From an optimization exercise on the open Yosys and OpenROAD flow, aimed at a short achievable clock period and few clock cycles; shortcuts taken in it are not production practice.
Function was checked by simulation only, so behaviour that the tests miss may differ from the original.

==> flow/design.v <==
module FemtoRV32(
   input          clk,
   output [31:0] mem_addr,   
   output [31:0] mem_wdata,  
   output  [3:0] mem_wmask,  
   input  [31:0] mem_rdata,  
   output        mem_rstrb,  
   input         mem_rbusy,  
   input         mem_wbusy,  
   input         interrupt_request,
   input         reset       
);
   localparam AW = 24;
   wire bus_free = !mem_rbusy & !mem_wbusy;
   reg [31:0] registerFile [31:0];
   reg [AW-1:2] fa;           
   reg          fskip;        
   reg          f_inflight;   
   reg          f_skip;       
   reg          f_kill;       
   localparam QC = 10;        
   reg   [15:0] q [0:QC-1];
   reg    [3:0] qn;           
   reg [AW-1:1] dpc;          
   localparam CL = 4;
   reg           f_hit;        
   reg  [AW-1:2] f_addr;       
   reg    [31:0] cdata;        
   reg    [31:0] cdata1;       
   reg           f_hit1;       
   reg    [31:0] c_dat [0:(1<<CL)-1];
   reg [AW-1:2+CL] c_tag [0:(1<<CL)-1];
   reg [(1<<CL)-1:0] c_v;
   wire        f_deliver = f_inflight & (f_hit | !mem_rbusy);
   wire        f_arrive  = f_deliver & !f_kill;
   wire [31:0] f_word = f_hit ? cdata : mem_rdata;
   wire [15:0] inc [0:3];
   assign inc[0] = f_skip ? f_word[31:16] : f_word[15:0];
   assign inc[1] = f_skip ? cdata1[15:0]  : f_word[31:16];
   assign inc[2] = f_skip ? cdata1[31:16] : cdata1[15:0];
   assign inc[3] = cdata1[31:16];
   wire  [2:0] inc_n = !f_arrive ? 3'd0 :
                       {f_hit1, !f_hit1, 1'b0} - {2'b0, f_skip};
   wire [15:0] vw [0:QC+1];
   genvar gj;
   generate
      for (gj = 0; gj < QC + 2; gj = gj + 1) begin : g_view
         wire [3:0] rel = gj - qn;
         if (gj < QC) begin : g_q
            assign vw[gj] = (gj < qn) ? q[gj] : inc[rel[1:0]];
         end else begin : g_i
            assign vw[gj] = inc[rel[1:0]];
         end
      end
   endgenerate
   wire  [4:0] vn = {1'b0, qn} + {2'b0, inc_n};
   wire [15:0] cinc0 = f_skip ? cdata[31:16] : cdata[15:0];
   wire [15:0] cinc1 = f_skip ? cdata1[15:0] : cdata[31:16];
   wire        fin_hit = f_inflight & f_hit & !f_kill;
   wire [15:0] v0 = (qn != 0) ? q[0] : cinc0;
   wire [15:0] v1 = (qn > 4'd1) ? q[1] : (qn == 4'd1) ? cinc0 : cinc1;
   wire        p_ge1 = (qn != 4'd0) | fin_hit;
   wire        p_ge2 = (qn > 4'd1) | fin_hit & ((qn == 4'd1) | f_hit1 | !f_skip);
   wire        d_long  = &v0[1:0];
   wire        d_valid = d_long ? p_ge2 : p_ge1;
   wire [31:0] dI;
   femto_decompressor _decomp ( .c({v1, v0}), .d(dI) );
   wire d_isLoad    =  (dI[6:2] == 5'b00000);
   wire d_isALUimm  =  (dI[6:2] == 5'b00100);
   wire d_isAUIPC   =  (dI[6:2] == 5'b00101);
   wire d_isStore   =  (dI[6:2] == 5'b01000);
   wire d_isALUreg  =  (dI[6:2] == 5'b01100);
   wire d_isLUI     =  (dI[6:2] == 5'b01101);
   wire d_isBranch  =  (dI[6:2] == 5'b11000);
   wire d_isJALR    =  (dI[6:2] == 5'b11001);
   wire d_isJAL     =  (dI[6:2] == 5'b11011);
   wire d_isSYSTEM  =  (dI[6:2] == 5'b11100);
   wire d_isMul     =  d_isALUreg & dI[25] & !dI[14];
   wire d_isDiv     =  d_isALUreg & dI[25] &  dI[14];
   wire [4:0] d_rs1 = dI[19:15];
   wire [4:0] d_rs2 = dI[24:20];
   wire [4:0] d_rd  = dI[11:7];
   wire [31:0] d_Uimm = {    dI[31],   dI[30:12], {12{1'b0}}};
   wire [31:0] d_Iimm = {{21{dI[31]}}, dI[30:20]};
   wire [31:0] d_Simm = {{21{dI[31]}}, dI[30:25], dI[11:7]};
   wire [31:0] d_Bimm = {{20{dI[31]}}, dI[7], dI[30:25], dI[11:8], 1'b0};
   wire [31:0] d_Jimm = {{12{dI[31]}}, dI[19:12], dI[20], dI[30:21], 1'b0};
   wire [AW-1:1] d_pcn = dpc + (d_long ? 2 : 1);
   wire [31:0] rw = {v1, v0};
   wire [AW-1:0] o_J32 = {{12{rw[31]}}, rw[19:12], rw[20], rw[30:21], 1'b0};
   wire [AW-1:0] o_U32 = {rw[23:12], 12'b0};
   wire [AW-1:0] o_B32 = {{20{rw[31]}}, rw[7], rw[30:25], rw[11:8], 1'b0};
   wire [AW-1:0] o_CB  = {{16{rw[12]}}, rw[6:5], rw[2], rw[11:10], rw[4:3], 1'b0};
   wire [AW-1:0] o_CJ  = {{13{rw[12]}}, rw[8], rw[10:9], rw[6], rw[7], rw[2], rw[11], rw[5:3], 1'b0};
   wire [AW-1:0] d_pc0 = {dpc, 1'b0};
   wire [AW-1:0] t_J32 = d_pc0 + o_J32;
   wire [AW-1:0] t_U32 = d_pc0 + o_U32;
   wire [AW-1:0] t_B32 = d_pc0 + o_B32;
   wire [AW-1:0] t_CB  = d_pc0 + o_CB;
   wire [AW-1:0] t_CJ  = d_pc0 + o_CJ;
   wire [AW-1:0] d_tgt = d_long ? (rw[3] ? t_J32 : rw[4] ? t_U32 : t_B32)
                                : (rw[14] ? t_CB : t_CJ);
   localparam BL = 6;
   reg  [1:0] bht [0:(1<<BL)-1];
   wire       d_bt = bht[dpc[BL:1]][1];
   localparam TL = 3;
   reg   [(1<<TL)-1:0] bt_v;
   reg   [(1<<TL)-1:0] bt_h1;
   reg  [AW-1:TL+1]    bt_tag [0:(1<<TL)-1];
   reg  [AW-1:1]       bt_t   [0:(1<<TL)-1];    
   reg  [AW-1:2]       bt_fn  [0:(1<<TL)-1];    
   reg  [31:0]         bt_w0  [0:(1<<TL)-1];
   reg  [31:0]         bt_w1  [0:(1<<TL)-1];
   wire [TL-1:0]       bti    = dpc[TL:1];
   wire                bt_hit = bt_v[bti] & (bt_tag[bti] == dpc[AW-1:TL+1]);
   function ptake(input [31:0] w, input dyn);
      begin
         if (&w[1:0])
            ptake = (w[6:0] == 7'b1101111) |
                    ((w[6:0] == 7'b1100011) & (w[31] | dyn));
         else
            ptake = (w[1:0] == 2'b01) & ((w[14:13] == 2'b01) |
                                        ((w[15:14] == 2'b11) & (w[12] | dyn)));
      end
   endfunction
   reg          e_valid;
   reg   [31:0] e_ins;
   reg   [31:0] e_rs1, e_rs2, e_op2, e_imm;
   reg [AW-1:1] e_pcn;
   reg [AW-1:0] e_tgt;
   reg          e_isLoad, e_isStore, e_isBranch, e_isJAL, e_isJALR;
   reg          e_isALU, e_isLUI, e_isAUIPC, e_isSYSTEM, e_isMul, e_isDiv;
   reg          e_wb, e_mret, e_simple, e_csrw;
   reg          e_pred;       
   reg          e_ctls;       
   reg          e_plain;      
   reg [AW-1:1] e_pc;
   reg          e_useRs2;     
   reg          e_hz1, e_hz2;  
   reg          e_hx1, e_hx2;  
   wire         e_go = e_valid & !e_hz1 & !e_hz2 & !e_hx1 & !e_hx2;
   reg          m_valid, m_load, m_wb;
   reg [AW-1:0] m_addr;
   reg   [31:0] m_wdata;
   reg    [3:0] m_wmask;
   reg    [4:0] m_rd;
   reg    [2:0] m_f3;
   reg          w_valid;      
   reg    [4:0] w_rd;
   reg    [2:0] w_f3;
   reg    [1:0] w_lo;
   wire         w_arr = w_valid & !mem_rbusy;
   wire [4:0] e_rd = e_ins[11:7];
   (* onehot *)
   wire [7:0] funct3Is = 8'b00000001 << e_ins[14:12];
   wire [31:0] aluIn1 = e_rs1;
   wire [31:0] aluIn2 = e_op2;
   wire [31:0] aluPlus = aluIn1 + aluIn2;
   wire [32:0] aluMinus = {1'b1, ~aluIn2} + {1'b0,aluIn1} + 33'b1;
   wire        LT  = (aluIn1[31] ^ aluIn2[31]) ? aluIn1[31] : aluMinus[32];
   wire        LTU = aluMinus[32];
   wire        EQ  = (aluIn1 == aluIn2);
   wire [31:0] shifter_in = funct3Is[1] ?
     {aluIn1[ 0], aluIn1[ 1], aluIn1[ 2], aluIn1[ 3], aluIn1[ 4], aluIn1[ 5],
      aluIn1[ 6], aluIn1[ 7], aluIn1[ 8], aluIn1[ 9], aluIn1[10], aluIn1[11],
      aluIn1[12], aluIn1[13], aluIn1[14], aluIn1[15], aluIn1[16], aluIn1[17],
      aluIn1[18], aluIn1[19], aluIn1[20], aluIn1[21], aluIn1[22], aluIn1[23],
      aluIn1[24], aluIn1[25], aluIn1[26], aluIn1[27], aluIn1[28], aluIn1[29],
      aluIn1[30], aluIn1[31]} : aluIn1;
   /*verilator lint_off WIDTH*/
   wire [31:0] shifter =
               $signed({e_ins[30] & aluIn1[31], shifter_in}) >>> aluIn2[4:0];
   /*verilator lint_on WIDTH*/
   wire [31:0] leftshift = {
     shifter[ 0], shifter[ 1], shifter[ 2], shifter[ 3], shifter[ 4],
     shifter[ 5], shifter[ 6], shifter[ 7], shifter[ 8], shifter[ 9],
     shifter[10], shifter[11], shifter[12], shifter[13], shifter[14],
     shifter[15], shifter[16], shifter[17], shifter[18], shifter[19],
     shifter[20], shifter[21], shifter[22], shifter[23], shifter[24],
     shifter[25], shifter[26], shifter[27], shifter[28], shifter[29],
     shifter[30], shifter[31]};
   wire [31:0] aluOut_base =
     (funct3Is[0]  ? e_ins[30] & e_ins[5] ? aluMinus[31:0] : aluPlus : 32'b0) |
     (funct3Is[1]  ? leftshift                                       : 32'b0) |
     (funct3Is[2]  ? {31'b0, LT}                                     : 32'b0) |
     (funct3Is[3]  ? {31'b0, LTU}                                    : 32'b0) |
     (funct3Is[4]  ? aluIn1 ^ aluIn2                                 : 32'b0) |
     (funct3Is[5]  ? shifter                                         : 32'b0) |
     (funct3Is[6]  ? aluIn1 | aluIn2                                 : 32'b0) |
     (funct3Is[7]  ? aluIn1 & aluIn2                                 : 32'b0) ;
   wire predicate =
        funct3Is[0] &  EQ  |  
        funct3Is[1] & !EQ  |  
        funct3Is[4] &  LT  |  
        funct3Is[5] & !LT  |  
        funct3Is[6] &  LTU |  
        funct3Is[7] & !LTU ;  
   reg         x_valid;
   reg   [4:0] x_rd;
   reg         x_hi;
   reg  [63:0] mul_s, mul_c;
   wire        sign1 = e_rs1[31] &  funct3Is[1];
   wire        sign2 = e_rs2[31] & (funct3Is[1] | funct3Is[2]);
   wire [63:0] csa_s, csa_c;
   femto_mul_csa _mul ( .a({sign1, e_rs1}), .b({sign2, e_rs2}),
                        .s(csa_s), .c(csa_c) );
   wire [63:0] mul_prod = mul_s + mul_c;
   wire [31:0] x_res    = x_hi ? mul_prod[63:32] : mul_prod[31:0];
   always @(posedge clk) begin
      mul_s <= csa_s;
      mul_c <= csa_c;
      x_valid <= reset & e_go & e_isMul & e_wb;
      x_rd    <= e_rd;
      x_hi    <= !funct3Is[0];
   end
   reg  [1:0] div_st;
   reg [31:0] div_r, div_q;
   reg [34:0] div_d, div_m;
   reg        div_sign;
   function [5:0] nbits(input [31:0] x);    
      integer k;
      begin
         nbits = 6'd0;
         for (k = 0; k < 32; k = k + 1)
            if (x[k]) nbits = k + 1;
      end
   endfunction
   wire        div_sa   = ~e_ins[12] & e_rs1[31];
   wire        div_sb   = ~e_ins[12] & e_rs2[31];
   wire [31:0] div_absa = div_sa ? -e_rs1 : e_rs1;
   wire [31:0] div_absb = div_sb ? -e_rs2 : e_rs2;
   wire  [5:0] div_na   = div_sa ? nbits(~e_rs1) + 6'd1 : nbits(e_rs1);
   wire  [5:0] div_nb   = div_sb ? nbits(~e_rs2) : nbits(e_rs2);
   wire  [6:0] div_k    = {1'b0, div_na} - {1'b0, div_nb};   
   wire        div_one  = (e_rs2 == 32'd1) | (~e_ins[12] & (e_rs2 == 32'hFFFFFFFF));
   wire  [5:0] div_p    = div_k[5:0] + {5'b0, ~div_k[0]};
   reg  [36:0] div_d3;              
   reg  [31:0] div_b;               
   reg   [5:0] div_pr;              
   wire [35:0] div_h1 = {1'b0, div_d[34:1]};    
   wire [35:0] div_h2 = {1'b0, div_d};          
   wire [35:0] div_h3 = div_d3[36:1];           
   wire [36:0] div_t1 = {5'b0, div_r} - {1'b0, div_h1};
   wire [36:0] div_t2 = {5'b0, div_r} - {1'b0, div_h2};
   wire [36:0] div_t3 = {5'b0, div_r} - {1'b0, div_h3};
   wire        div_g1 = !div_t1[36];
   wire        div_g2 = !div_t2[36];
   wire        div_g3 = !div_t3[36];
   wire [31:0] div_rn = div_g3 ? div_t3[31:0] :
                        div_g2 ? div_t2[31:0] :
                        div_g1 ? div_t1[31:0] : div_r;
   wire [31:0] div_qn = div_q | (div_g2 ? div_m[31:0] : 32'b0)
                              | (div_g1 & (div_g3 | !div_g2) ? div_m[32:1] : 32'b0);
   always @(posedge clk) begin
      if (!reset) begin
         div_st <= 2'd0;
      end else if (e_go & e_isDiv) begin
         case (div_st)
            2'd0: begin
               div_sign <= ~e_ins[12] & (e_ins[13] ? e_rs1[31] :
                                          (e_rs1[31] != e_rs2[31]) & |e_rs2);
               div_r <= div_one ? 32'b0 : div_absa;
               div_q <= (e_rs2 == 32'b0) ? 32'hFFFFFFFF :
                        div_one ? div_absa : 32'b0;
               div_b  <= div_absb;
               div_pr <= div_p;
               div_st <= div_early ? 2'd0 :
                         ((e_rs2 == 32'b0) | div_one | div_k[6]) ? 2'd3 : 2'd1;
            end
            2'd1: begin
               div_d  <= {3'b0, div_b} << div_pr;
               div_d3 <= ({5'b0, div_b} + {4'b0, div_b, 1'b0}) << div_pr;
               div_m  <= 35'b1 << div_pr;
               div_st <= 2'd2;
            end
            2'd2: begin
               div_r  <= div_rn;
               div_q  <= div_qn;
               div_d  <= div_d >> 2;
               div_d3 <= div_d3 >> 2;
               div_m  <= div_m >> 2;
               if (div_m[1]) div_st <= 2'd3;
            end
            default: begin
               div_st <= 2'd0;
            end
         endcase
      end
   end
   wire [31:0] div_raw = e_ins[13] ? div_r : div_q;
   wire [31:0] div_res = div_sign ? -div_raw : div_raw;
   wire        div_z     = (e_rs2 == 32'b0);
   wire        div_rem   = e_ins[13];
   wire        div_early = div_z | div_one & (div_rem | (e_rs2 == 32'd1));
   wire [31:0] div_eval  = div_z   ? (div_rem ? e_rs1 : 32'hFFFFFFFF) :
                           div_one ? (div_rem ? 32'b0 : e_rs1) :
                                     (div_rem ? e_rs1 : 32'b0);
   reg  [AW-1:0] mepc;
   reg  [AW-1:0] mtvec;
   reg           mstatus;
   reg           mcause;
   reg           pending;
   reg  [63:0]   cycles;
   always @(posedge clk) cycles <= cycles + 1;
   wire sel_mstatus = (e_ins[31:20] == 12'h300);
   wire sel_mtvec   = (e_ins[31:20] == 12'h305);
   wire sel_mepc    = (e_ins[31:20] == 12'h341);
   wire sel_mcause  = (e_ins[31:20] == 12'h342);
   wire sel_cycles  = (e_ins[31:20] == 12'hC00);
   wire sel_cyclesh = (e_ins[31:20] == 12'hC80);
   /*verilator lint_off WIDTH*/
   wire [31:0] CSR_read =
     (sel_mstatus ? {28'b0, mstatus, 3'b0} : 32'b0) |
     (sel_mtvec   ? mtvec                  : 32'b0) |
     (sel_mepc    ? mepc                   : 32'b0) |
     (sel_mcause  ? {mcause, 31'b0}        : 32'b0) |
     (sel_cycles  ? cycles[31:0]           : 32'b0) |
     (sel_cyclesh ? cycles[63:32]          : 32'b0) ;
   /*verilator lint_on WIDTH*/
   wire [31:0] CSR_modifier = e_ins[14] ? {27'd0, e_ins[19:15]} : e_rs1;
   wire [31:0] CSR_write = (e_ins[13:12] == 2'b10) ? CSR_modifier | CSR_read  :
                           (e_ins[13:12] == 2'b11) ? ~CSR_modifier & CSR_read :
                                                     CSR_modifier ;
   wire irq_pre  = e_simple & pending & mstatus & ~mcause;
   wire irq_take = e_go & irq_pre;
   always @(posedge clk) begin
      pending <= reset & (interrupt_request | (pending & ~irq_take));
   end
   wire          br_taken = e_isBranch & predicate;
   wire [AW-1:0] jalr_tgt = {aluPlus[AW-1:1], 1'b0};
   wire [AW-1:0] e_next   = e_isJALR            ? jalr_tgt :
                            (e_isJAL | br_taken) ? e_tgt    :
                            e_mret               ? e_tgt    :
                                                   {e_pcn, 1'b0};
   wire          redirect = e_go & (e_isJALR | e_mret | irq_take |
                                    ((e_isJAL | br_taken) != e_pred));
   wire [AW-1:0] tgt      = irq_take ? mtvec : e_next;
   wire          e_ctlp   = e_valid & (e_ctls | irq_pre);
   wire          e_ctl    = e_ctlp & !e_hz1 & !e_hz2 & !e_hx1 & !e_hx2;
   wire [AW-1:0] ctl_tgt  = irq_pre ? mtvec : e_tgt;
   wire          e_jalrp  = e_valid & e_isJALR & !irq_pre;
   wire [AW-1:0] ls_addr = e_rs1[AW-1:0] + e_imm[AW-1:0];
   wire mem_byteAccess     = e_ins[13:12] == 2'b00;
   wire mem_halfwordAccess = e_ins[13:12] == 2'b01;
   wire [15:0] LOAD_halfword = w_lo[1] ? mem_rdata[31:16] : mem_rdata[15:0];
   wire  [7:0] LOAD_byte     = w_lo[0] ? LOAD_halfword[15:8] : LOAD_halfword[7:0];
   wire        LOAD_sign =
        !w_f3[2] & ((w_f3[1:0] == 2'b00) ? LOAD_byte[7] : LOAD_halfword[15]);
   wire [31:0] LOAD_data =
     (w_f3[1:0] == 2'b00) ? {{24{LOAD_sign}},     LOAD_byte} :
     (w_f3[1:0] == 2'b01) ? {{16{LOAD_sign}}, LOAD_halfword} :
                            mem_rdata ;
   wire [31:0] STORE_data;
   assign STORE_data[ 7: 0] = e_rs2[7:0];
   assign STORE_data[15: 8] = ls_addr[0] ? e_rs2[7:0]  : e_rs2[15: 8];
   assign STORE_data[23:16] = ls_addr[1] ? e_rs2[7:0]  : e_rs2[23:16];
   assign STORE_data[31:24] = ls_addr[0] ? e_rs2[7:0]  :
                              ls_addr[1] ? e_rs2[15:8] : e_rs2[31:24];
   wire [3:0] STORE_wmask =
              mem_byteAccess      ?
                    (ls_addr[1] ?
                          (ls_addr[0] ? 4'b1000 : 4'b0100) :
                          (ls_addr[0] ? 4'b0010 : 4'b0001)
                    ) :
              mem_halfwordAccess ?
                    (ls_addr[1] ? 4'b1100 : 4'b0011) :
              4'b1111;
   wire ld_issue = m_valid & m_load & bus_free;
   wire st_issue = m_valid & !m_load & bus_free;
   wire m_accept = !m_valid | bus_free;
   wire e_to_m   = e_go & (e_isLoad | e_isStore) & m_accept;
   wire e_done = e_go & (
                   e_isLoad  ? m_accept :
                   e_isStore ? m_accept :
                   e_isDiv   ? (div_st == 2'd3) | (div_st == 2'd0) & div_early :
                               1'b1 );
   /*verilator lint_off WIDTH*/
   wire [31:0] e_result =
      (e_isSYSTEM          ? CSR_read                : 32'b0) |
      (e_isLUI             ? {e_ins[31:12], 12'b0}   : 32'b0) |
      (e_isALU             ? aluOut_base             : 32'b0) |
      (e_isDiv             ? ((div_st == 2'd0) ? div_eval : div_res) : 32'b0) |
      (e_isAUIPC           ? e_tgt                   : 32'b0) |
      (e_isJALR | e_isJAL  ? {e_pcn, 1'b0}           : 32'b0);
   /*verilator lint_on WIDTH*/
   wire e_wr = e_done & e_wb & !e_isLoad & !e_isMul;
   wire x_wr = x_valid & !(e_wr & (e_rd == x_rd));
   wire w_wr = w_arr & !(e_wr & (e_rd == w_rd)) & !(x_wr & (x_rd == w_rd));
   always @(posedge clk) begin
      if (w_wr) registerFile[w_rd] <= LOAD_data;
      if (x_wr) registerFile[x_rd] <= x_res;
      if (e_wr) registerFile[e_rd] <= e_result;
   end
   wire m_wb_now = m_wb & !(e_wr & (e_rd == m_rd)) & !(x_wr & (x_rd == m_rd));
   always @(posedge clk) begin
      if (!reset) begin
         m_valid <= 1'b0;
         w_valid <= 1'b0;
      end else begin
         m_valid <= e_to_m | (m_valid & !bus_free);
         w_valid <= ld_issue ? m_wb_now :
                    w_valid & mem_rbusy & !(e_wr & (e_rd == w_rd)) &
                                          !(x_wr & (x_rd == w_rd));
      end
      if (e_to_m) begin
         m_load  <= e_isLoad;
         m_wb    <= e_isLoad & e_wb;
         m_addr  <= ls_addr;
         m_wdata <= STORE_data;
         m_wmask <= STORE_wmask;
         m_rd    <= e_rd;
         m_f3    <= e_ins[14:12];
      end else begin
         m_wb    <= m_wb_now;
      end
      if (ld_issue) begin
         w_rd <= m_rd;
         w_f3 <= m_f3;
         w_lo <= m_addr[1:0];
      end
   end
   always @(posedge clk) begin
      if (!reset) begin
         mstatus <= 1'b0;
         mcause  <= 1'b0;
      end else begin
         if (e_go & e_csrw) begin
            if (sel_mstatus) mstatus <= CSR_write[3];
            if (sel_mtvec  ) mtvec   <= CSR_write[AW-1:0];
         end
         if (irq_take) begin
            mcause <= 1'b1;
            mepc   <= e_next;
         end else if (e_go & e_mret) begin
            mcause <= 1'b0;
         end
      end
   end
   wire [31:0] rf1 = (d_rs1 == 5'd0) ? 32'b0 : registerFile[d_rs1];
   wire [31:0] rf2 = (d_rs2 == 5'd0) ? 32'b0 : registerFile[d_rs2];
   wire        fe1 = e_wr & (e_rd == d_rs1);
   wire        fe2 = e_wr & (e_rd == d_rs2);
   wire        fw1 = w_valid & (w_rd == d_rs1);
   wire        fw2 = w_valid & (w_rd == d_rs2);
   wire        fx1 = x_valid & (x_rd == d_rs1);
   wire        fx2 = x_valid & (x_rd == d_rs2);
   wire        emu = e_valid & e_isMul & e_wb;
   wire        em1 = emu & (e_rd == d_rs1);
   wire        em2 = emu & (e_rd == d_rs2);
   wire [31:0] d_op1 = fe1 ? e_result : fx1 ? x_res :
                       fw1 & !mem_rbusy ? LOAD_data : rf1;
   wire [31:0] d_op2 = fe2 ? e_result : fx2 ? x_res :
                       fw2 & !mem_rbusy ? LOAD_data : rf2;
   wire d_use1 = !(d_isLUI | d_isAUIPC | d_isJAL);
   wire d_use2 = d_isALUreg | d_isBranch | d_isStore;
   wire eld    = e_valid & e_isLoad & e_wb;
   wire mld    = m_valid & m_load & m_wb;
   wire hz1    = d_use1 & !fe1 & !em1 & !fx1 &
                 (eld & (e_rd == d_rs1) | mld & (m_rd == d_rs1) | fw1 & mem_rbusy);
   wire hz2    = d_use2 & !fe2 & !em2 & !fx2 &
                 (eld & (e_rd == d_rs2) | mld & (m_rd == d_rs2) | fw2 & mem_rbusy);
   wire hx1    = d_use1 & em1;
   wire hx2    = d_use2 & em2;
   wire [4:0] e_rs1i = e_ins[19:15];
   wire [4:0] e_rs2i = e_ins[24:20];
   wire cap1 = e_hz1 & w_arr & (w_rd == e_rs1i) & !(mld & (m_rd == e_rs1i));
   wire cap2 = e_hz2 & w_arr & (w_rd == e_rs2i) & !(mld & (m_rd == e_rs2i));
   wire e_accept = !e_valid | e_done;
   wire d_adv    = d_valid & e_accept & !redirect;
   wire e_quiet  = !e_valid | e_go & !irq_take &
                   (e_plain | e_isMul | (e_isLoad | e_isStore) & !m_valid |
                    (e_isBranch | e_isJAL) & e_pred);
   wire d_sure   = ptake({v1, v0}, d_bt) & d_valid & e_quiet & bt_hit;
   wire d_redir  = d_sure & !redirect;
   wire f_want   = ({1'b0, qn} + (f_inflight ? 5'd4 : 5'd0)) <= QC - 4;
   wire          f_free = !f_inflight | f_hit | !mem_rbusy;
   wire [AW-1:2] lk_a [0:1];
   assign lk_a[0] = fa;
   assign lk_a[1] = ctl_tgt[AW-1:2];
   wire    [1:0] lk_h, lk_h1;
   wire   [31:0] lk_d0 [0:1];
   wire   [31:0] lk_d1 [0:1];
   wire [AW-1:2] lk_n  [0:1];    
   genvar gl;
   generate
      for (gl = 0; gl < 2; gl = gl + 1) begin : g_lk
         wire [CL-1:0] i0 = lk_a[gl][2+CL-1:2];
         wire [CL-1:0] i1 = i0 + 1'b1;
         wire          t0 = c_tag[i0] == lk_a[gl][AW-1:2+CL];
         wire          t1 = c_tag[i1] == lk_a[gl][AW-1:2+CL];
         assign lk_h[gl]  = c_v[i0] & t0;
         assign lk_h1[gl] = c_v[i0] & t0 & (i0 != {CL{1'b1}}) & c_v[i1] & t1;
         assign lk_d0[gl] = c_dat[i0];
         assign lk_d1[gl] = c_dat[i1];
         wire [AW-1:2] a1 = lk_a[gl] + 1;
         wire [AW-1:2] a2 = lk_a[gl] + 2;
         assign lk_n[gl] = lk_h1[gl] ? a2 : a1;
      end
   endgenerate
   wire          c_hit  = e_ctlp ? lk_h[1]  : lk_h[0];
   wire          c_hit1 = e_ctlp ? lk_h1[1] : lk_h1[0];
   wire [AW-1:2] faddr  = e_ctlp ? lk_a[1]  : lk_a[0];
   wire f_mem    = bus_free & !m_valid & !e_jalrp & (e_ctl | f_want & !e_ctlp);
   wire f_issue  = f_free & !e_jalrp & (e_ctl | d_sure | f_want & !e_ctlp) &
                   (d_sure | c_hit | bus_free & !m_valid);
   wire f_spec   = f_issue & e_ctl;   
   wire f_dsp    = f_issue & d_sure;  
   assign mem_rstrb = ld_issue | f_mem;
   wire [CL-1:0] fill_idx = f_addr[2+CL-1:2];
   wire [CL-1:0] st_idx   = m_addr[2+CL-1:2];
   always @(posedge clk) begin
      if (f_issue) begin
         f_hit  <= d_sure | c_hit;
         f_addr <= faddr;
         cdata  <= d_sure ? bt_w0[bti] : e_ctlp ? lk_d0[1] : lk_d0[0];
         cdata1 <= d_sure ? bt_w1[bti] : e_ctlp ? lk_d1[1] : lk_d1[0];
         f_hit1 <= d_sure ? bt_h1[bti] : c_hit1;
      end
      if (f_inflight & !f_hit & !mem_rbusy) begin
         c_dat[fill_idx] <= mem_rdata;
         c_tag[fill_idx] <= f_addr[AW-1:2+CL];
      end
      if (!reset)
         c_v <= 0;
      else begin
         if (f_inflight & !f_hit & !mem_rbusy) c_v[fill_idx] <= 1'b1;
         if (st_issue & (c_tag[st_idx] == m_addr[AW-1:2+CL]))
            c_v[st_idx] <= 1'b0;
      end
   end
   assign mem_wmask = st_issue ? m_wmask : 4'b0000;
   assign mem_wdata = m_wdata;
   assign mem_addr  = m_valid ? {8'b0, m_addr} :
                      e_ctlp  ? {8'b0, ctl_tgt[AW-1:2], 2'b00} :
                                {8'b0, fa, 2'b00};
   wire [1:0] cons = d_adv ? (d_long ? 2'd2 : 2'd1) : 2'd0;
   wire [4:0] vn_next = vn - {3'b0, cons};
   integer qi;
   always @(posedge clk) begin
      for (qi = 0; qi < QC; qi = qi + 1)
         q[qi] <= vw[qi + cons];
   end
   always @(posedge clk) begin
      if (!reset) begin
         fa         <= 0;
         fskip      <= 1'b0;
         f_inflight <= 1'b0;
         f_skip     <= 1'b0;
         f_kill     <= 1'b0;
         qn         <= 4'd0;
         dpc        <= 0;
      end else begin
         f_inflight <= f_issue | (f_inflight & !f_deliver);
         f_kill     <= f_issue ? (f_spec ? !redirect : redirect) :
                       f_inflight & !f_deliver & (f_kill | redirect | d_redir);
         if (f_issue)
            f_skip  <= f_spec ? ctl_tgt[1] : f_dsp ? bt_t[bti][1] : fskip;
         if (redirect) begin
            qn    <= 4'd0;
            dpc   <= tgt[AW-1:1];
            fa    <= f_spec ? lk_n[1] : tgt[AW-1:2];
            fskip <= f_spec ? 1'b0 : tgt[1];
         end else if (d_redir) begin
            qn    <= 4'd0;
            dpc   <= bt_t[bti];
            fa    <= f_dsp ? bt_fn[bti] : bt_t[bti][AW-1:2];
            fskip <= f_dsp ? 1'b0 : bt_t[bti][1];
         end else begin
            qn    <= vn_next[3:0];
            if (d_adv) dpc <= d_pcn;
            if (f_issue & !f_spec) begin
               fa    <= lk_n[0];
               fskip <= 1'b0;
            end
         end
      end
   end
   always @(posedge clk) begin
      if (!reset) begin
         e_valid  <= 1'b0;
      end else begin
         if (d_adv) e_valid <= 1'b1;
         else if (e_done) e_valid <= 1'b0;
      end
      if (!reset) begin
         e_hz1 <= 1'b0;
         e_hz2 <= 1'b0;
         e_hx1 <= 1'b0;
         e_hx2 <= 1'b0;
      end else if (d_adv) begin
         e_hz1 <= hz1;
         e_hz2 <= hz2;
         e_hx1 <= hx1;
         e_hx2 <= hx2;
      end else begin
         if (cap1) e_hz1 <= 1'b0;
         if (cap2) e_hz2 <= 1'b0;
         if (x_valid) e_hx1 <= 1'b0;
         if (x_valid) e_hx2 <= 1'b0;
      end
      if (!d_adv) begin
         if (cap1) e_rs1 <= LOAD_data;
         if (cap2) e_rs2 <= LOAD_data;
         if (cap2 & e_useRs2) e_op2 <= LOAD_data;
         if (e_hx1 & x_valid) e_rs1 <= x_res;
         if (e_hx2 & x_valid) e_rs2 <= x_res;
         if (e_hx2 & x_valid & e_useRs2) e_op2 <= x_res;
      end
      if (d_adv) begin
         e_ins      <= dI;
         e_rs1      <= d_op1;
         e_rs2      <= d_op2;
         e_useRs2   <= d_isALUreg | d_isBranch;
         e_op2      <= (d_isALUreg | d_isBranch) ? d_op2 :
                       d_isStore ? d_Simm : d_Iimm;
         e_imm      <= d_isStore ? d_Simm : d_Iimm;
         e_pcn      <= d_pcn;
         e_pc       <= dpc;
         e_pred     <= d_sure;
         e_plain    <= !(d_isLoad | d_isStore | d_isMul | d_isDiv |
                         d_isBranch | d_isJAL | d_isJALR |
                         (d_isSYSTEM & (dI[14:12] == 3'b000)));
         e_tgt      <= (d_isSYSTEM & (dI[14:12] == 3'b000)) ? mepc : d_tgt;
         e_ctls     <= (d_isBranch | d_isJAL) & !d_sure |
                       (d_isSYSTEM & (dI[14:12] == 3'b000));
         e_isLoad   <= d_isLoad;
         e_isStore  <= d_isStore;
         e_isBranch <= d_isBranch;
         e_isJAL    <= d_isJAL;
         e_isJALR   <= d_isJALR;
         e_isALU    <= (d_isALUimm | d_isALUreg) & !d_isMul & !d_isDiv;
         e_isLUI    <= d_isLUI;
         e_isAUIPC  <= d_isAUIPC;
         e_isSYSTEM <= d_isSYSTEM;
         e_isMul    <= d_isMul;
         e_isDiv    <= d_isDiv;
         e_wb       <= !(d_isBranch | d_isStore) & (d_rd != 5'd0);
         e_mret     <= d_isSYSTEM & (dI[14:12] == 3'b000);
         e_csrw     <= d_isSYSTEM & (dI[14:12] != 3'b000);
         e_simple   <= !(d_isLoad | d_isStore | d_isMul | d_isDiv);
      end
   end
   integer bi;
   always @(posedge clk) begin
      if (!reset) begin
         for (bi = 0; bi < (1<<BL); bi = bi + 1) bht[bi] <= 2'b01;
      end else if (e_go & e_isBranch) begin
         if (br_taken & (bht[e_pc[BL:1]] != 2'b11))
            bht[e_pc[BL:1]] <= bht[e_pc[BL:1]] + 2'b01;
         else if (!br_taken & (bht[e_pc[BL:1]] != 2'b00))
            bht[e_pc[BL:1]] <= bht[e_pc[BL:1]] - 2'b01;
      end
   end
   reg          bf_pend, bf_wr, bf_h1;
   reg [AW-1:1] bf_pc;
   reg [AW-1:1] bf_t;
   reg   [31:0] bf_w0, bf_w1;
   wire [TL-1:0] bfi = bf_pc[TL:1];
   always @(posedge clk) begin
      bf_pend <= reset & redirect & f_spec & (e_isBranch | e_isJAL) & !irq_take;
      bf_wr   <= reset & bf_pend & f_deliver;
      if (redirect) begin
         bf_pc   <= e_pc;
         bf_t    <= tgt[AW-1:1];
      end
      if (bf_pend) begin
         bf_h1   <= f_hit & f_hit1;
         bf_w0   <= f_word;
         bf_w1   <= cdata1;
      end
      if (!reset) begin
         bt_v <= 0;
      end else if (bf_wr) begin
         bt_v[bfi]   <= 1'b1;
         bt_h1[bfi]  <= bf_h1;
         bt_tag[bfi] <= bf_pc[AW-1:TL+1];
         bt_t[bfi]   <= bf_t;
         bt_fn[bfi]  <= bf_t[AW-1:2] + (bf_h1 ? 2'd2 : 2'd1);
         bt_w0[bfi]  <= bf_w0;
         bt_w1[bfi]  <= bf_w1;
      end
   end
endmodule
module femto_decompressor(
   input  wire [31:0] c,
   output reg  [31:0] d
);
   localparam illegal = 32'h00000000;
   localparam unknown = 32'h00000000;
   wire [4:0] rcl = {2'b01, c[4:2]};
   wire [4:0] rch = {2'b01, c[9:7]};
   wire [4:0] rwl  = c[ 6:2];
   wire [4:0] rwh  = c[11:7];
   localparam x0 = 5'b00000;
   localparam x1 = 5'b00001;
   localparam x2 = 5'b00010;
   wire  [4:0]    shiftImm = c[6:2];
   wire [11:0] addi4spnImm = {2'b00, c[10:7], c[12:11], c[5], c[6], 2'b00};
   wire [11:0]     lwswImm = {5'b00000, c[5], c[12:10] , c[6], 2'b00};
   wire [11:0]     lwspImm = {4'b0000, c[3:2], c[12], c[6:4], 2'b00};
   wire [11:0]     swspImm = {4'b0000, c[8:7], c[12:9], 2'b00};
   wire [11:0] addi16spImm = {{ 3{c[12]}}, c[4:3], c[5], c[2], c[6], 4'b0000};
   wire [11:0]      addImm = {{ 7{c[12]}}, c[6:2]};
   /*verilator lint_off UNUSED*/
   wire [12:0]        bImm = {{ 5{c[12]}}, c[6:5], c[2], c[11:10], c[4:3], 1'b0};
   wire [20:0]      jalImm = {{10{c[12]}}, c[8], c[10:9], c[6], c[7], c[2], c[11], c[5:3], 1'b0};
   wire [31:0]      luiImm = {{15{c[12]}}, c[6:2], 12'b000000000000};
   /*verilator lint_on UNUSED*/
   always @*
   casez (c[15:0])
      16'b???___????????_???_11 : d =                                                                            c  ;
/*verilator lint_off CASEOVERLAP*/
      16'b000___00000000_000_00 : d =                                                                       illegal ;
      16'b000___????????_???_00 : d = {      addi4spnImm,             x2, 3'b000,                 rcl, 7'b00100_11} ;
/*verilator lint_on CASEOVERLAP*/
      16'b010_???_???_??_???_00 : d = {          lwswImm,            rch, 3'b010,                 rcl, 7'b00000_11} ;
      16'b110_???_???_??_???_00 : d = {    lwswImm[11:5],       rcl, rch, 3'b010,        lwswImm[4:0], 7'b01000_11} ;
      16'b000_???_???_??_???_01 : d = {           addImm,            rwh, 3'b000,                 rwh, 7'b00100_11} ;
      16'b001____???????????_01 : d = {     jalImm[20], jalImm[10:1], jalImm[11], jalImm[19:12],   x1, 7'b11011_11} ;
      16'b010__?_?????_?????_01 : d = {           addImm,             x0, 3'b000,                 rwh, 7'b00100_11} ;
      16'b011__?_00010_?????_01 : d = {      addi16spImm,            rwh, 3'b000,                 rwh, 7'b00100_11} ;
      16'b011__?_?????_?????_01 : d = {    luiImm[31:12],                                         rwh, 7'b01101_11} ;
      16'b100_?_00_???_?????_01 : d = {       7'b0000000,  shiftImm, rch, 3'b101,                 rch, 7'b00100_11} ;
      16'b100_?_01_???_?????_01 : d = {       7'b0100000,  shiftImm, rch, 3'b101,                 rch, 7'b00100_11} ;
      16'b100_?_10_???_?????_01 : d = {           addImm,            rch, 3'b111,                 rch, 7'b00100_11} ;
      16'b100_011_???_00_???_01 : d = {       7'b0100000,       rcl, rch, 3'b000,                 rch, 7'b01100_11} ;
      16'b100_011_???_01_???_01 : d = {       7'b0000000,       rcl, rch, 3'b100,                 rch, 7'b01100_11} ;
      16'b100_011_???_10_???_01 : d = {       7'b0000000,       rcl, rch, 3'b110,                 rch, 7'b01100_11} ;
      16'b100_011_???_11_???_01 : d = {       7'b0000000,       rcl, rch, 3'b111,                 rch, 7'b01100_11} ;
      16'b101____???????????_01 : d = {     jalImm[20], jalImm[10:1], jalImm[11], jalImm[19:12],   x0, 7'b11011_11} ;
      16'b110__???_???_?????_01 : d = {bImm[12], bImm[10:5],     x0, rch, 3'b000, bImm[4:1], bImm[11], 7'b11000_11} ;
      16'b111__???_???_?????_01 : d = {bImm[12], bImm[10:5],     x0, rch, 3'b001, bImm[4:1], bImm[11], 7'b11000_11} ;
      16'b000__?_?????_?????_10 : d = {        7'b0000000, shiftImm, rwh, 3'b001,                 rwh, 7'b00100_11} ;
      16'b010__?_?????_?????_10 : d = {           lwspImm,            x2, 3'b010,                 rwh, 7'b00000_11} ;
      16'b100__0_?????_00000_10 : d = {  12'b000000000000,           rwh, 3'b000,                  x0, 7'b11001_11} ;
      16'b100__0_?????_?????_10 : d = {        7'b0000000,      rwl,  x0, 3'b000,                 rwh, 7'b01100_11} ;
      16'b100__1_?????_00000_10 : d = {  12'b000000000000,           rwh, 3'b000,                  x1, 7'b11001_11} ;
      16'b100__1_?????_?????_10 : d = {        7'b0000000,      rwl, rwh, 3'b000,                 rwh, 7'b01100_11} ;
      16'b110__?_?????_?????_10 : d = {     swspImm[11:5],      rwl,  x2, 3'b010,        swspImm[4:0], 7'b01000_11} ;
      default:                    d =                                                                       unknown ;
   endcase
endmodule
module femto_mul_csa(input [32:0] a, input [32:0] b, output [63:0] s, output [63:0] c);
   wire [63:0] ax  = {{31{a[32]}}, a};
   wire [63:0] ax2 = {ax[62:0], 1'b0};
   wire [34:0] bx  = {b[32], b, 1'b0};    
   wire ng0 = bx[2];
   wire on0 = bx[1] ^ bx[0];
   wire tw0 = (bx[2] & ~bx[1] & ~bx[0]) | (~bx[2] & bx[1] & bx[0]);
   wire [63:0] sl0 = ({64{on0}} & ax) | ({64{tw0}} & ax2);
   wire [63:0] pr0 = {64{ng0}} ^ sl0;
   wire [63:0] pp0 = pr0;
   wire ng1 = bx[4];
   wire on1 = bx[3] ^ bx[2];
   wire tw1 = (bx[4] & ~bx[3] & ~bx[2]) | (~bx[4] & bx[3] & bx[2]);
   wire [63:0] sl1 = ({64{on1}} & ax) | ({64{tw1}} & ax2);
   wire [63:0] pr1 = {64{ng1}} ^ sl1;
   wire [63:0] pp1 = {pr1[61:0], 2'b0};
   wire ng2 = bx[6];
   wire on2 = bx[5] ^ bx[4];
   wire tw2 = (bx[6] & ~bx[5] & ~bx[4]) | (~bx[6] & bx[5] & bx[4]);
   wire [63:0] sl2 = ({64{on2}} & ax) | ({64{tw2}} & ax2);
   wire [63:0] pr2 = {64{ng2}} ^ sl2;
   wire [63:0] pp2 = {pr2[59:0], 4'b0};
   wire ng3 = bx[8];
   wire on3 = bx[7] ^ bx[6];
   wire tw3 = (bx[8] & ~bx[7] & ~bx[6]) | (~bx[8] & bx[7] & bx[6]);
   wire [63:0] sl3 = ({64{on3}} & ax) | ({64{tw3}} & ax2);
   wire [63:0] pr3 = {64{ng3}} ^ sl3;
   wire [63:0] pp3 = {pr3[57:0], 6'b0};
   wire ng4 = bx[10];
   wire on4 = bx[9] ^ bx[8];
   wire tw4 = (bx[10] & ~bx[9] & ~bx[8]) | (~bx[10] & bx[9] & bx[8]);
   wire [63:0] sl4 = ({64{on4}} & ax) | ({64{tw4}} & ax2);
   wire [63:0] pr4 = {64{ng4}} ^ sl4;
   wire [63:0] pp4 = {pr4[55:0], 8'b0};
   wire ng5 = bx[12];
   wire on5 = bx[11] ^ bx[10];
   wire tw5 = (bx[12] & ~bx[11] & ~bx[10]) | (~bx[12] & bx[11] & bx[10]);
   wire [63:0] sl5 = ({64{on5}} & ax) | ({64{tw5}} & ax2);
   wire [63:0] pr5 = {64{ng5}} ^ sl5;
   wire [63:0] pp5 = {pr5[53:0], 10'b0};
   wire ng6 = bx[14];
   wire on6 = bx[13] ^ bx[12];
   wire tw6 = (bx[14] & ~bx[13] & ~bx[12]) | (~bx[14] & bx[13] & bx[12]);
   wire [63:0] sl6 = ({64{on6}} & ax) | ({64{tw6}} & ax2);
   wire [63:0] pr6 = {64{ng6}} ^ sl6;
   wire [63:0] pp6 = {pr6[51:0], 12'b0};
   wire ng7 = bx[16];
   wire on7 = bx[15] ^ bx[14];
   wire tw7 = (bx[16] & ~bx[15] & ~bx[14]) | (~bx[16] & bx[15] & bx[14]);
   wire [63:0] sl7 = ({64{on7}} & ax) | ({64{tw7}} & ax2);
   wire [63:0] pr7 = {64{ng7}} ^ sl7;
   wire [63:0] pp7 = {pr7[49:0], 14'b0};
   wire ng8 = bx[18];
   wire on8 = bx[17] ^ bx[16];
   wire tw8 = (bx[18] & ~bx[17] & ~bx[16]) | (~bx[18] & bx[17] & bx[16]);
   wire [63:0] sl8 = ({64{on8}} & ax) | ({64{tw8}} & ax2);
   wire [63:0] pr8 = {64{ng8}} ^ sl8;
   wire [63:0] pp8 = {pr8[47:0], 16'b0};
   wire ng9 = bx[20];
   wire on9 = bx[19] ^ bx[18];
   wire tw9 = (bx[20] & ~bx[19] & ~bx[18]) | (~bx[20] & bx[19] & bx[18]);
   wire [63:0] sl9 = ({64{on9}} & ax) | ({64{tw9}} & ax2);
   wire [63:0] pr9 = {64{ng9}} ^ sl9;
   wire [63:0] pp9 = {pr9[45:0], 18'b0};
   wire ng10 = bx[22];
   wire on10 = bx[21] ^ bx[20];
   wire tw10 = (bx[22] & ~bx[21] & ~bx[20]) | (~bx[22] & bx[21] & bx[20]);
   wire [63:0] sl10 = ({64{on10}} & ax) | ({64{tw10}} & ax2);
   wire [63:0] pr10 = {64{ng10}} ^ sl10;
   wire [63:0] pp10 = {pr10[43:0], 20'b0};
   wire ng11 = bx[24];
   wire on11 = bx[23] ^ bx[22];
   wire tw11 = (bx[24] & ~bx[23] & ~bx[22]) | (~bx[24] & bx[23] & bx[22]);
   wire [63:0] sl11 = ({64{on11}} & ax) | ({64{tw11}} & ax2);
   wire [63:0] pr11 = {64{ng11}} ^ sl11;
   wire [63:0] pp11 = {pr11[41:0], 22'b0};
   wire ng12 = bx[26];
   wire on12 = bx[25] ^ bx[24];
   wire tw12 = (bx[26] & ~bx[25] & ~bx[24]) | (~bx[26] & bx[25] & bx[24]);
   wire [63:0] sl12 = ({64{on12}} & ax) | ({64{tw12}} & ax2);
   wire [63:0] pr12 = {64{ng12}} ^ sl12;
   wire [63:0] pp12 = {pr12[39:0], 24'b0};
   wire ng13 = bx[28];
   wire on13 = bx[27] ^ bx[26];
   wire tw13 = (bx[28] & ~bx[27] & ~bx[26]) | (~bx[28] & bx[27] & bx[26]);
   wire [63:0] sl13 = ({64{on13}} & ax) | ({64{tw13}} & ax2);
   wire [63:0] pr13 = {64{ng13}} ^ sl13;
   wire [63:0] pp13 = {pr13[37:0], 26'b0};
   wire ng14 = bx[30];
   wire on14 = bx[29] ^ bx[28];
   wire tw14 = (bx[30] & ~bx[29] & ~bx[28]) | (~bx[30] & bx[29] & bx[28]);
   wire [63:0] sl14 = ({64{on14}} & ax) | ({64{tw14}} & ax2);
   wire [63:0] pr14 = {64{ng14}} ^ sl14;
   wire [63:0] pp14 = {pr14[35:0], 28'b0};
   wire ng15 = bx[32];
   wire on15 = bx[31] ^ bx[30];
   wire tw15 = (bx[32] & ~bx[31] & ~bx[30]) | (~bx[32] & bx[31] & bx[30]);
   wire [63:0] sl15 = ({64{on15}} & ax) | ({64{tw15}} & ax2);
   wire [63:0] pr15 = {64{ng15}} ^ sl15;
   wire [63:0] pp15 = {pr15[33:0], 30'b0};
   wire ng16 = bx[34];
   wire on16 = bx[33] ^ bx[32];
   wire tw16 = (bx[34] & ~bx[33] & ~bx[32]) | (~bx[34] & bx[33] & bx[32]);
   wire [63:0] sl16 = ({64{on16}} & ax) | ({64{tw16}} & ax2);
   wire [63:0] pr16 = {64{ng16}} ^ sl16;
   wire [63:0] pp16 = {pr16[31:0], 32'b0};
   wire [63:0] ppc = {1'b0, 1'b0, 1'b0, 1'b0, 1'b0, 1'b0, 1'b0, 1'b0, 1'b0, 1'b0, 1'b0, 1'b0, 1'b0, 1'b0, 1'b0, 1'b0, 1'b0, 1'b0, 1'b0, 1'b0, 1'b0, 1'b0, 1'b0, 1'b0, 1'b0, 1'b0, 1'b0, 1'b0, 1'b0, 1'b0, 1'b0, ng16, 1'b0, ng15, 1'b0, ng14, 1'b0, ng13, 1'b0, ng12, 1'b0, ng11, 1'b0, ng10, 1'b0, ng9, 1'b0, ng8, 1'b0, ng7, 1'b0, ng6, 1'b0, ng5, 1'b0, ng4, 1'b0, ng3, 1'b0, ng2, 1'b0, ng1, 1'b0, ng0};
   wire [63:0] s0_0 = pp0 ^ pp1 ^ pp2;
   wire [63:0] c0_0_w = (pp0 & pp1) | (pp0 & pp2) | (pp1 & pp2);
   wire [63:0] c0_0 = {c0_0_w[62:0], 1'b0};
   wire [63:0] s0_1 = pp3 ^ pp4 ^ pp5;
   wire [63:0] c0_1_w = (pp3 & pp4) | (pp3 & pp5) | (pp4 & pp5);
   wire [63:0] c0_1 = {c0_1_w[62:0], 1'b0};
   wire [63:0] s0_2 = pp6 ^ pp7 ^ pp8;
   wire [63:0] c0_2_w = (pp6 & pp7) | (pp6 & pp8) | (pp7 & pp8);
   wire [63:0] c0_2 = {c0_2_w[62:0], 1'b0};
   wire [63:0] s0_3 = pp9 ^ pp10 ^ pp11;
   wire [63:0] c0_3_w = (pp9 & pp10) | (pp9 & pp11) | (pp10 & pp11);
   wire [63:0] c0_3 = {c0_3_w[62:0], 1'b0};
   wire [63:0] s0_4 = pp12 ^ pp13 ^ pp14;
   wire [63:0] c0_4_w = (pp12 & pp13) | (pp12 & pp14) | (pp13 & pp14);
   wire [63:0] c0_4 = {c0_4_w[62:0], 1'b0};
   wire [63:0] s0_5 = pp15 ^ pp16 ^ ppc;
   wire [63:0] c0_5_w = (pp15 & pp16) | (pp15 & ppc) | (pp16 & ppc);
   wire [63:0] c0_5 = {c0_5_w[62:0], 1'b0};
   wire [63:0] s1_0 = s0_0 ^ c0_0 ^ s0_1;
   wire [63:0] c1_0_w = (s0_0 & c0_0) | (s0_0 & s0_1) | (c0_0 & s0_1);
   wire [63:0] c1_0 = {c1_0_w[62:0], 1'b0};
   wire [63:0] s1_1 = c0_1 ^ s0_2 ^ c0_2;
   wire [63:0] c1_1_w = (c0_1 & s0_2) | (c0_1 & c0_2) | (s0_2 & c0_2);
   wire [63:0] c1_1 = {c1_1_w[62:0], 1'b0};
   wire [63:0] s1_2 = s0_3 ^ c0_3 ^ s0_4;
   wire [63:0] c1_2_w = (s0_3 & c0_3) | (s0_3 & s0_4) | (c0_3 & s0_4);
   wire [63:0] c1_2 = {c1_2_w[62:0], 1'b0};
   wire [63:0] s1_3 = c0_4 ^ s0_5 ^ c0_5;
   wire [63:0] c1_3_w = (c0_4 & s0_5) | (c0_4 & c0_5) | (s0_5 & c0_5);
   wire [63:0] c1_3 = {c1_3_w[62:0], 1'b0};
   wire [63:0] s2_0 = s1_0 ^ c1_0 ^ s1_1;
   wire [63:0] c2_0_w = (s1_0 & c1_0) | (s1_0 & s1_1) | (c1_0 & s1_1);
   wire [63:0] c2_0 = {c2_0_w[62:0], 1'b0};
   wire [63:0] s2_1 = c1_1 ^ s1_2 ^ c1_2;
   wire [63:0] c2_1_w = (c1_1 & s1_2) | (c1_1 & c1_2) | (s1_2 & c1_2);
   wire [63:0] c2_1 = {c2_1_w[62:0], 1'b0};
   wire [63:0] s3_0 = s2_0 ^ c2_0 ^ s2_1;
   wire [63:0] c3_0_w = (s2_0 & c2_0) | (s2_0 & s2_1) | (c2_0 & s2_1);
   wire [63:0] c3_0 = {c3_0_w[62:0], 1'b0};
   wire [63:0] s3_1 = c2_1 ^ s1_3 ^ c1_3;
   wire [63:0] c3_1_w = (c2_1 & s1_3) | (c2_1 & c1_3) | (s1_3 & c1_3);
   wire [63:0] c3_1 = {c3_1_w[62:0], 1'b0};
   wire [63:0] s4_0 = s3_0 ^ c3_0 ^ s3_1;
   wire [63:0] c4_0_w = (s3_0 & c3_0) | (s3_0 & s3_1) | (c3_0 & s3_1);
   wire [63:0] c4_0 = {c4_0_w[62:0], 1'b0};
   wire [63:0] s5_0 = s4_0 ^ c4_0 ^ c3_1;
   wire [63:0] c5_0_w = (s4_0 & c4_0) | (s4_0 & c3_1) | (c4_0 & c3_1);
   wire [63:0] c5_0 = {c5_0_w[62:0], 1'b0};
   assign s = s5_0;
   assign c = c5_0;
endmodule
==> flow/flow/run.sh <==
#!/bin/bash
set -euo pipefail
bash standard.sh SETUP_SLACK_MARGIN=6.5 finish > flow_standard.log 2>&1
==> flow/standard.sh <==
#!/bin/bash
# synth_recipe.tcl (not shown) runs the flow's synth.tcl, then flattens the netlist and writes it again
# the make line also repeats each setting of config.mk as NAME=value (left out here)
make -C /OpenROAD-flow-scripts/flow DESIGN_CONFIG=/design/flow/config.mk WORK_HOME=/design/flow/orfs CLKGATE_MAP_FILE= SYNTH_SCRIPT=/design/flow/synth_recipe.tcl "${@:-finish}"
==> flow/config.mk <==
export PLATFORM = sky130hd
export DESIGN_NAME = FemtoRV32
export DESIGN_NICKNAME = FemtoRV32
export VERILOG_FILES = /design/flow/design.v
export SDC_FILE = /design/flow/constraint.sdc
export NUM_CORES = 4
export LEC_CHECK = 0
export ABC_CLOCK_PERIOD_IN_PS = 3000
export CAP_MARGIN = 20
export CORE_MARGIN = 2
export CORE_UTILIZATION = 25
export PLACE_DENSITY = 0.4
export SLEW_MARGIN = 20
==> flow/constraint.sdc <==
create_clock -name core_clock -period 12.0 [get_ports {clk}]
set_input_delay 2.4000 -clock core_clock [delete_from_list [all_inputs] [get_ports {clk}]]
set_output_delay 2.4000 -clock core_clock [all_outputs]
set_load 0.01 [all_outputs]
==> run summary <==
==> cell type report <==
| class | count | area [µm²] | share of cell area [%] |
|---|---|---|---|
| timing repair inverter | 21 | 234 | 0.0665 |
| clock inverter | 245 | 2160 | 0.613 |
| inverter | 1014 | 4330 | 1.23 |
| timing repair buffer | 2519 | 31100 | 8.83 |
| multi-input combinational | 19272 | 158000 | 45.0 |
| sequential | 4208 | 122000 | 34.6 |
| clock buffer | 712 | 15000 | 4.27 |
| antenna | 113 | 283 | 0.0804 |
| tap | 14858 | 18600 | 5.28 |
==> kinds of logic after synthesis <==
logic type,synth area share [%]
buf+inv,4.83
other cells,0.00133
compound gates,15.5
flops,43.2
xor+xnor,3.88
mux,12.8
fa+ha+maj,6.55
simple gates,13.2
==> state kept, by name (all words and copies together), names as in the netlist, 35 cells and up, named ones only <==
signal / flops
bt_w1: 256
div_m: 35
div_d3: 36
bt_w0: 256
c_tag: 288
bt_tag: 160
mul_c: 59
c_dat: 512
q: 160
bht: 128
div_d: 35
mul_s: 64
cycles: 64
bt_t: 184
registerFile: 1024
bt_fn: 176
==> synth_stat cells (104+ instances only) <==
master | n | area [µm²]
mux4_2 | 1175 | 26500
clkbuf_1 | 1882 | 7060
a21o_1 | 151 | 1130
o21ai_0 | 1090 | 5460
o221ai_1 | 838 | 7340
nand4_1 | 112 | 701
nand2_1 | 4719 | 17700
inv_1 | 974 | 3660
xor2_1 | 201 | 1760
ha_1 | 537 | 6720
buf_1 | 395 | 1480
and2_1 | 121 | 757
mux2i_1 | 733 | 7340
a22oi_1 | 642 | 4820
o21a_1 | 104 | 781
o211ai_1 | 139 | 1040
and3_1 | 431 | 2700
a211oi_1 | 349 | 2620
a31oi_1 | 276 | 1730
a222oi_1 | 161 | 1610
o22ai_1 | 114 | 713
a311oi_1 | 409 | 3580
nor2_1 | 1203 | 4520
dfxtp_1 | 466 | 9330
fa_1 | 585 | 11700
buf_2 | 214 | 1070
edfxtp_1 | 3742 | 112000
a21oi_1 | 1242 | 6220
nand3_1 | 1046 | 5240
xnor2_1 | 1043 | 9140
nor3_1 | 290 | 1450
mux2_2 | 192 | 2160
==> metrics by stage <==
stage                     hold WS [ps]  util, %  std cells  setup WS (ps)  cell area [µm²]
final                              418     31.4      42962           5680           352000
after global routing               423     31.3      42870           5680           352000
after CTS                          420     30.2      42249           5590           339000
after detailed placement           407     27.0      40518           2990           303000
after global placement             400     26.9      40512           3070           302000
after floorplan                    363        -      26997           4940           282000
==> routing by layer <==
| metal | routed length (µm) | track usage, % | vias to the layer above | part of all wire (%) |
|---|---|---|---|---|
| li1 | - | - | 103035 | - |
| met1 | 637000 | 35.0 | 132440 | 39 |
| met2 | 678000 | 39.2 | 19243 | 41 |
| met3 | 192000 | 8.10 | 4892 | 12 |
| met4 | 134000 | 17.5 | 43 | 8.2 |
| met5 | 972 | 0.337 | - | 0.059 |
==> worst max-delay path by stage <==
stage / slack [ps] / to / cells past startpoint
after global placement: 3070 / e_op2[2]$_DFFE_PP_ / 23
after floorplan: 4940 / bt_fn[1][0]$_DFFE_PP_ / 2
after CTS: 5590 / mem_rstrb / 5
final: 5680 / mem_rstrb / 5
after detailed placement: 2990 / e_op2[24]$_DFFE_PP_ / 17
after global routing: 5680 / mem_rstrb / 5
==> what timing repair did <==
item / in CTS / in global routing
gates cloned: 174 / 90
endpoints found under the setup margin: 3376 / 1772
resized for setup: 2163 / 1192
pin swaps: 310 / 477
setup buffers: 600 / 508
==> results_dict.tcl <==
set metrics [dict create \
    status "complete, no violations" \
    drtAntennaViolNets 0 \
    drive_gt1_share_pct 22.5 \
    cp_slowest_stage_delay_ps 570 \
    grt_max_degree 110 \
    numPortBuffers 97 \
    synth_edf_count 3742 \
    routed_wirelength_um 1640000 \
    clock_latency_ps 1120 \
    drv_slew 0 \
    crit_arrival_ps 3920 \
    relSlewSlack_pct 15.6 \
    seq_area_frac_synth_pct 43.2 \
    crit_path_top_delay_cell "o31ai_4" \
    start_kind "input pin" \
    avgRoutedWirePerCell_um 38.3 \
    grt-ovfl-total 0 \
    worstMarginPinSlew_ps 1270 \
    period_minus_slack_ps 6320 \
    holdCritStartpoint "m_f3[1]$_DFFE_PP_" \
    min_period_over_period_pct 52.6 \
    synth-seq-cells 4208 \
    synthCells 26989 \
    r2r_start "qn[3]$_SDFF_PP0_" \
    drtIter0Drc 41699 \
    synth_area_um2 281000 \
    cp_data_required_time_ps 9600 \
    rsz0062_at_grt "yes" \
    hold_violations 0 \
    rows 389 \
    synth_cell_types 119 \
    ff2ff_path_depth 23 \
    final_cell_mix "4573 x nand2_1, 3742 x edfxtp_1, 1445 x buf_4, 1175 x mux4_2, 1110 x a21oi_1" \
    clkTransAtPathRegs_ps 50 \
    via_count 259653 \
    max_freq_ghz 0.158 \
    gp_congestion 0.974 \
    route.detailed.drc 0 \
    worstPathMaxFanout 3 \
    grt_pass1_wl_um 2150000 \
    setup_tns_ps 0 \
    die_h_um 1070 \
    cts_sinks 4208 \
    htreeDepth 6 \
    cts.path.max_buffers 5 \
    fin_skew_ps 139 \
    dieArea_um2 1130000 \
    start_util_pct 25.1 \
    die_w_um 1070 \
    post-dp-hpwl_um 990000 \
    worstSetupStartpoint "mem_rbusy" \
    core_um2 1120000 \
    worstSetupPathType "in -> out" \
    worstReg2RegEnd "e_rs2[10]$_DFFE_PP_" \
    grt_pass1_vias 240463 \
    synthFlopType "edfxtp_1" \
    setup_violations 0 \
    fill_cells 113745 \
    drt-pass1-iter-count 13 \
    cp_top_family "compound AO/OA/AOI/OAI gates" \
    nNetsFinal 28740 \
    boundaryPins 106 \
    yosys_warnings 3 \
    cts-root-buf "clkbuf_16" \
    hold_path_class "reg -> reg" \
    r2r_slack_ps 5970 \
    cts_buffers 545 \
    grt_usage_pct 27.0 \
    worstHoldPathCells 0 \
    area.growth.synth_to_final_pct 25.0 \
    path_cells "buf_8, buf_12, or3_4, o31ai_4, buf_2" \
    tritoncts "done" \
    viasPerCell 6.04 \
    final_common_cell "nand2_1" \
    antenna_found_initial 135 \
    maxCapViolCount 0 \
    hold_buffers 0 \
    endpoint_kind "output port" \
    postSynth.asyncResetShare_pct 0 \
    worst-path-buf-inv 3 \
    worstHoldEndpoint "w_f3[1]$_DFFE_PP_" \
    syn_avg_cell_area_um2 10.4 \
]
Testbench counts, summed over its fixed seeds: cycles 72,653.

what the ideal ports hide:
The results above use ideal ports. As a check the final layout listed here was re-extracted and re-timed, cells and wires unchanged.
Step 1 (the two cells are an assumption about what drives the block):
set clk [get_ports {clk}]
set_driving_cell -lib_cell sky130_fd_sc_hd__clkbuf_16 $clk
set_driving_cell -lib_cell sky130_fd_sc_hd__buf_2 [delete_from_list [all_inputs] $clk]
Step 2 moves the port delays by t, midway between the first and last clock arrival at a register: inputs arrive t later, outputs are due t later. That takes back most of the time a late clock gives input paths.
Three values: no drivers, after step 1, after step 2; two values: the first two.
shift t [ns]: 1.211
setup WS [ns]: 5.683 / 5.516 / 5.293
hold slack, ns: 0.418 / 0.418 / 0.418
worst register clock-pin slew, ns: 0.08 / 0.08
After both steps setup and hold are still met in this run. The setup slack of this run moves by -0.167 ns with the drivers and by -0.390 ns with both steps.
